From an optimization exercise on the open Yosys and OpenROAD flow, aimed at small area; shortcuts taken in it are not production practice.
Function was checked by simulation only, so behaviour that the tests miss may differ from the original.

## rev 12
// j1
module j1(
  input wire clk,
  input wire resetq,
  output wire io_rd,
  output wire io_wr,
  output wire [15:0] mem_addr,
  output wire mem_wr,
  output wire [15:0] dout,
  input  wire [15:0] mem_din,
  input  wire [15:0] io_din,
  output wire [12:0] code_addr,
  input  wire [15:0] insn);
Size: ~980 cells after synthesis, about 300 flip-flops, about 98 I/O pins, ~0.013 mm^2 of cells after synthesis.
==> flow/config.mk <==
export PLATFORM = sky130hd
export DESIGN_NAME = j1
export DESIGN_NICKNAME = j1
export VERILOG_FILES = /design/flow/design.v
export SDC_FILE = /design/flow/constraint.sdc
export NUM_CORES = 4
export LEC_CHECK = 0
export CAP_MARGIN = 20
export CORE_MARGIN = 2
export CORE_UTILIZATION = 40
export SLEW_MARGIN = 20
export SYNTH_HIERARCHICAL = 1
==> flow/constraint.sdc <==
create_clock -name core_clock -period 4.5 [get_ports {clk}]
set_input_delay 0.9000 -clock core_clock [delete_from_list [all_inputs] [get_ports {clk}]]
set_output_delay 0.9000 -clock core_clock [all_outputs]
set_load 0.01 [all_outputs]
standard.sh (not shown) runs the stock make flow with config.mk's settings and CLKGATE_MAP_FILE= SYNTH_SCRIPT=/design/flow/synth_recipe.tcl, a recipe that flattens the netlist after the stock synthesis.
==> flow/flow/run.sh <==
#!/bin/bash
# The standard layout (standard.sh) with these changes:
# - synthesis is the standard one except that ABC maps the logic with the
#   area-oriented script flow/area.abc (registers are untouched by ABC);
# - the smallest buffer on each port;
# - timing-driven placement that does not keep its trial buffering;
# - a clock tree of clkbuf_16 leaf buffers without dummy loads.
set -euo pipefail
W=$PWD
sed 's|^source \$::env(SCRIPTS_DIR)/synth_preamble.tcl$|&\nset abc_args [list -script '"$W"'/flow/area.abc {*}[lrange $abc_args 2 end]]|' \
  "$FLOW_HOME/scripts/synth.tcl" > my_synth_body.tcl
grep -q "flow/area.abc" my_synth_body.tcl
sed 's|^source \$::env(SCRIPTS_DIR)/synth.tcl$|source '"$W"'/my_synth_body.tcl|' synth_recipe.tcl > my_synth.tcl
grep -q "my_synth_body.tcl" my_synth.tcl
sed 's|SYNTH_SCRIPT=[^ ]*|SYNTH_SCRIPT='"$W"'/my_synth.tcl|' standard.sh > my_standard.sh
grep -q "SYNTH_SCRIPT=$W/my_synth.tcl" my_standard.sh
export BUFFER_PORTS_ARGS="-buffer_cell sky130_fd_sc_hd__buf_1"
export GPL_KEEP_OVERFLOW=0
export CTS_ARGS="-sink_clustering_enable -repair_clock_nets -buf_list sky130_fd_sc_hd__clkbuf_8 -sink_clustering_size 14 -sink_clustering_max_diameter 80 -dont_use_dummy_load"
bash my_standard.sh > standard.log 2>&1
==> flow/flow/area.abc <==
strash
&get -n
&st
&syn2
&dch
&nf
&st
&syn2
&dch
&nf
&put
topo
dnsize -c
The inputs of rev 13 differ from those of rev 12 as listed below.
# rev 12
export LEC_CHECK = 0
export CAP_MARGIN = 20
export CORE_MARGIN = 2
export CORE_UTILIZATION = 40
export SLEW_MARGIN = 20
export SYNTH_HIERARCHICAL = 1
create_clock -name core_clock -period 4.5 [get_ports {clk}]
# rev 13
export LEC_CHECK = 0
export CAP_MARGIN = 20
export CORE_MARGIN = 2
export CORE_UTILIZATION = 40
export GPL_TIMING_DRIVEN = 0
export SLEW_MARGIN = 20
export SYNTH_HIERARCHICAL = 1
create_clock -name core_clock -period 4.5 [get_ports {clk}]
diff --git a/flow/flow/run.sh b/flow/flow/run.sh
--- a/flow/flow/run.sh
+++ b/flow/flow/run.sh
@@ -19 +19 @@
-export CTS_ARGS="-sink_clustering_enable -repair_clock_nets -buf_list sky130_fd_sc_hd__clkbuf_8 -sink_clustering_size 14 -sink_clustering_max_diameter 80 -dont_use_dummy_load"
+export CTS_ARGS="-sink_clustering_enable -repair_clock_nets -buf_list sky130_fd_sc_hd__clkbuf_16 -sink_clustering_size 26 -sink_clustering_max_diameter 110 -dont_use_dummy_load"
Notes after the runs:
- Relative to rev 12, the fmax of rev 13 is higher by 0.31%.
- Relative to rev 12, met2 capacity usage during global routing decreased by 0.79 points in rev 13.
- Rev 13: initial antenna violation count 1 below rev 12
- Relative to rev 12, final weighted congestion of routability-driven global placement has decreased by 5.1% in rev 13.
- Sort rev 13 and rev 12 by number of standard cells in the layout, taps in and fillers out, ascending, and rev 12 comes first.
- Diff rev 12 -> rev 13: sum of routed wire length over all layers now smaller, global-route usage moved down, sum of buffers and inverters on the critical path increased by 3 relative to the old numbers.
- Relative to rev 12, the routed metal-1 wire length of rev 13 is lower by about 4%.

[what the ideal ports hide]
In the flow no input, the clock included, has a driving cell. The finished layouts below were timed again as built, in two steps.
Step 1 assumes that a clkbuf_16 drives the clock port and a buf_2 every other input.
Step 2 adds t to the input delays and takes it off the output delays; t is the mean of the earliest and latest rising clock arrival at the registers after step 1. Input paths then give back, and output paths get back, about the clock's delay inside the block.
a / b / c = ideal ports / drivers / drivers and shift; a / b = the first two.
run	t (ns)	setup WS [ns]	worst setup path at the end	slew at the worst register clock pin (ns)
rev 12	0.613	0.079 / 0.046 / -0.232	input to register	0.11 / 0.11
rev 13	0.549	0.093 / 0.093 / -0.304	input to register	0.12 / 0.12
With both steps, setup timing fails in rev 12 and rev 13, where it was met with ideal ports. The setup slack of rev 13, which loses most, moves by 0.000 ns with the drivers and by -0.397 ns with both steps.
